Background: an optimization exercise with open tools, aiming at small area. Do not read the settings as production practice.
Where RTL was checked, it was by simulation tests only, not by an equivalence proof against the original.

==> v4 <==
Design two_stage_combined_functional_unit, start of the top module:
module two_stage_combined_functional_unit
    (input logic clock,  
     input logic reset,  
     input logic enable,  
     input logic [5:0] op,  
     input logic [31:0] operand_0,
     input logic [31:0] operand_1,
     input logic [31:0] operand_2,
     output logic [31:0] result);
clock: 13.0 ns
lec_check: 0
abc_area: 1
cap_margin: 5
core_margin: 2
core_utilization: 60
cts_buf_list: sky130_fd_sc_hd__clkbuf_4 sky130_fd_sc_hd__clkbuf_8
gpl_timing_driven: 0
place_density: 0.7
setup_slack_margin: 0.35
slew_margin: 5
synth_hierarchical: 1
synth_minimum_keep_size: 0
standard.sh (not shown) runs the stock make flow with config.mk's settings and CLKGATE_MAP_FILE= SYNTH_SCRIPT=/design/flow/synth_recipe.tcl, a recipe that flattens the netlist after the stock synthesis.
==> flow/flow/run.sh <==
#!/bin/bash
# Standard ORFS layout (the standard.sh), with one change in synthesis: the
# modules named in flow/area_modules.txt (Booth selector cell, final adder, ...) are
# technology-mapped by ABC with an area-oriented script (strash; dch; map -a) before
# the standard ABC call maps the rest. Before global placement, flow/prebuf.tcl drives
# each high-fanout net through one buf_2, so that max-cap/max-slew repair does not
# build larger buffer trees. Each step's output goes to its own log file.
set -euo pipefail
W=$(pwd)
rm -rf "$W/myscripts"
cp -r "$FLOW_HOME/scripts" "$W/myscripts"
printf 'strash\ndch\nmap -a\n' > "$W/myscripts/abc_map_a.script"
python3 - "$W/myscripts/synth.tcl" > "$W/patch.log" 2>&1 <<'PY'
import sys
p = sys.argv[1]
s = open(p).read()
old = "  log_cmd abc {*}$abc_args\n"
assert s.count(old) == 1
new = """  if { [info exists ::env(AREA_MAP_MODULES)] } {
    set area_args [lreplace $abc_args 1 1 $::env(SCRIPTS_DIR)/abc_map_a.script]
    foreach m $::env(AREA_MAP_MODULES) {
      log_cmd abc {*}$area_args $m
    }
  }
  log_cmd abc {*}$abc_args
"""
open(p, "w").write(s.replace(old, new))
print("patched", p)
PY
export AREA_MAP_MODULES="$(cat "$W/flow/area_modules.txt")"
bash standard.sh SCRIPTS_DIR="$W/myscripts" synth > "$W/synth.log" 2>&1
export PRE_GLOBAL_PLACE_TCL="$W/flow/prebuf.tcl"
bash standard.sh "BUFFER_PORTS_ARGS=-buffer_cell sky130_fd_sc_hd__buf_1" "PRE_GLOBAL_PLACE_TCL=$W/flow/prebuf.tcl" finish > "$W/layout.log" 2>&1
==> flow/flow/area_modules.txt <==
tia_bsel tia_bseln tia_cpa two_stage_combined_functional_unit
==> flow/flow/prebuf.tcl <==
# Drive every high-fanout signal net through one buf_2 (0.32 pF) right after its
# gate, so that max-cap/max-slew repair does not have to build buffer trees.
set pb_thr 20
set pb_block [ord::get_db_block]
set pb_nets {}
foreach net [$pb_block getNets] {
  set st [$net getSigType]
  if {$st eq "POWER" || $st eq "GROUND" || $st eq "CLOCK"} { continue }
  if {[llength [$net getBTerms]] > 0} { continue }
  set drv ""
  set loads 0
  foreach it [$net getITerms] {
    if {[$it isOutputSignal]} { set drv $it } elseif {[$it isInputSignal]} { incr loads }
  }
  if {$drv eq "" || $loads < $pb_thr} { continue }
  set mname [[[$drv getInst] getMaster] getName]
  if {[string match "*buf*" $mname] || [string match "*df*" $mname]} { continue }
  lappend pb_nets [$net getName]
}
foreach n $pb_nets {
  insert_buffer -buffer_cell sky130_fd_sc_hd__buf_2 -net [get_nets $n]
}
puts "prebuf: buffered [llength $pb_nets] nets with at least $pb_thr loads"
==> v37: changes against v4 <==
--- a/flow/flow/run.sh
+++ b/flow/flow/run.sh
@@ -2,9 +2,7 @@
 # Standard ORFS layout (the standard.sh), with one change in synthesis: the
 # modules named in flow/area_modules.txt (Booth selector cell, final adder, ...) are
 # technology-mapped by ABC with an area-oriented script (strash; dch; map -a) before
-# the standard ABC call maps the rest. Before global placement, flow/prebuf.tcl drives
-# each high-fanout net through one buf_2, so that max-cap/max-slew repair does not
-# build larger buffer trees. Each step's output goes to its own log file.
+# the standard ABC call maps the rest. Each step's output goes to its own log file.
 set -euo pipefail
 W=$(pwd)
 rm -rf "$W/myscripts"
@@ -29,5 +27,4 @@
 PY
 export AREA_MAP_MODULES="$(cat "$W/flow/area_modules.txt")"
 bash standard.sh SCRIPTS_DIR="$W/myscripts" synth > "$W/synth.log" 2>&1
-export PRE_GLOBAL_PLACE_TCL="$W/flow/prebuf.tcl"
-bash standard.sh "BUFFER_PORTS_ARGS=-buffer_cell sky130_fd_sc_hd__buf_1" "PRE_GLOBAL_PLACE_TCL=$W/flow/prebuf.tcl" finish > "$W/layout.log" 2>&1
+bash standard.sh "BUFFER_PORTS_ARGS=-buffer_cell sky130_fd_sc_hd__buf_1" finish > "$W/layout.log" 2>&1
GPL_TIMING_DRIVEN = default   (was 0)
removed: flow/flow/prebuf.tcl
==> comparison <==
Of v37 and v4, v37 has the higher hold slack (gap 1.0 ps).
In fmax, v37 and v4 hardly differ.
In synthesized area, v37 and v4 do not differ.
In v4 the cell count is lower than in v37, by 3.2%.
Flip-flop and latch count is the same in v37 and v4.
In synthesized cell count, v4 and v37 do not differ.
In v4 the non-clock buffer count is lower than in v37, by 128.

---

==> inputs of amber <==
two_stage_combined_functional_unit, a different RTL version from the one above (not shown whole).
Settings: LEC_CHECK=0, ABC_AREA=1, CAP_MARGIN=5, CORE_MARGIN=2, CORE_UTILIZATION=50, PLACE_DENSITY=0.6, SLEW_MARGIN=5, SYNTH_HIERARCHICAL=1, SYNTH_MINIMUM_KEEP_SIZE=0; clock period 13.0 ns.
==> flow/flow/run.sh <==
#!/bin/bash
# Standard ORFS layout (the standard.sh), with one change in synthesis: the
# modules named in flow/area_modules.txt (Booth selector cell, final adder, ...) are
# technology-mapped by ABC with an area-oriented script (strash; dch; map -a) before
# the standard ABC call maps the rest. Each step's output goes to its own log file.
set -euo pipefail
W=$(pwd)
rm -rf "$W/myscripts"
cp -r "$FLOW_HOME/scripts" "$W/myscripts"
printf 'strash\ndch\nmap -a\n' > "$W/myscripts/abc_map_a.script"
python3 - "$W/myscripts/synth.tcl" > "$W/patch.log" 2>&1 <<'PY'
import sys
p = sys.argv[1]
s = open(p).read()
old = "  log_cmd abc {*}$abc_args\n"
assert s.count(old) == 1
new = """  if { [info exists ::env(AREA_MAP_MODULES)] } {
    set area_args [lreplace $abc_args 1 1 $::env(SCRIPTS_DIR)/abc_map_a.script]
    foreach m $::env(AREA_MAP_MODULES) {
      log_cmd abc {*}$area_args $m
    }
  }
  log_cmd abc {*}$abc_args
"""
open(p, "w").write(s.replace(old, new))
print("patched", p)
PY
export AREA_MAP_MODULES="$(cat "$W/flow/area_modules.txt")"
bash standard.sh SCRIPTS_DIR="$W/myscripts" synth > "$W/synth.log" 2>&1
bash standard.sh "BUFFER_PORTS_ARGS=-buffer_cell sky130_fd_sc_hd__buf_1" finish > "$W/layout.log" 2>&1
==> flow/flow/area_modules.txt <==
tia_bsel tia_cpa two_stage_combined_functional_unit
==> inputs of raven, as changes to amber <==
- CORE_UTILIZATION: 50 -> 65
- PLACE_DENSITY: 0.6 -> 0.75
==> inputs of juniper, as changes to amber <==
--- a/flow/flow/run.sh
+++ b/flow/flow/run.sh
@@ -27,4 +27,4 @@
 PY
 export AREA_MAP_MODULES="$(cat "$W/flow/area_modules.txt")"
 bash standard.sh SCRIPTS_DIR="$W/myscripts" synth > "$W/synth.log" 2>&1
-bash standard.sh "BUFFER_PORTS_ARGS=-buffer_cell sky130_fd_sc_hd__buf_1" finish > "$W/layout.log" 2>&1
+bash standard.sh finish > "$W/layout.log" 2>&1
==> flow/flow/area_modules.txt (replaced) <==
tia_bsel tia_cpa
- CAP_MARGIN: 5 -> 20
- SLEW_MARGIN: 5 -> 20
==> out/metrics.yaml <==
outcome: "timing/DRC/antenna clean"
p_per_area_nw_per_um2: 90.4
drive_gt1_share_pct: 8.81
route.met2.wl_um: 64200
synth_top_area_share_pct: 35.6
(the above is from juniper)
==> out/metrics.yaml <==
drive_gt1_share_pct: 7.10
outcome: "timing/DRC/antenna clean"
p_per_area_nw_per_um2: 90.3
synthFlopType: "dfxtp_1"
synth_top_area_share_pct: 37.4
route.met2.wl_um: 55100
(the above is from raven)
==> out/metrics.yaml <==
synth_top_area_share_pct: 37.4
drive_gt1_share_pct: 8.87
clk_latency_ns: 0.29
route.met2.wl_um: 62300
outcome: "timing/DRC/antenna clean"
p_per_area_nw_per_um2: 99.2
(the above is from amber)
Function was not checked in any run of this note: the RTL went through the layout flow alone.

==> static timing again, ports no longer ideal <==
No port has a modelled driver above. Below, the same layouts with a new extraction and two added sets of constraints. Step 1: set_driving_cell puts a clkbuf_16 on clock and a buf_2 on each other input, an assumption about the parent block. Step 2 also shifts input and output timing later by t, the mid clock arrival at the registers, as if the neighbouring blocks saw the same clock. Three values: ideal ports, drivers, drivers and shift; two values: the first two.
| run | t (ns) | setup slack, ns | worst hold slack (ns) | latest minus earliest clock arrival (ns) |
|---|---|---|---|---|
| v4 | 0.314 | 0.441 / 0.439 / 0.126 | 0.534 / 0.534 / 0.534 | 0.011 / 0.011 |
| v37 | 0.340 | 0.438 / 0.437 / 0.097 | 0.535 / 0.535 / 0.535 | 0.006 / 0.006 |
| amber | 0.353 | 0.857 / 0.887 / 0.534 | 0.526 / 0.526 / 0.526 | 0.016 / 0.016 |
| raven | 0.346 | 0.732 / 0.759 / 0.413 | 0.544 / 0.544 / 0.544 | 0.009 / 0.010 |
| juniper | 0.312 | 0.549 / 0.559 / 0.247 | 0.526 / 0.526 / 0.526 | 0.009 / 0.010 |
After both steps every run listed still meets setup and hold. The setup slack of v37, which loses most, moves by -0.001 ns with the drivers and by -0.341 ns with both steps.
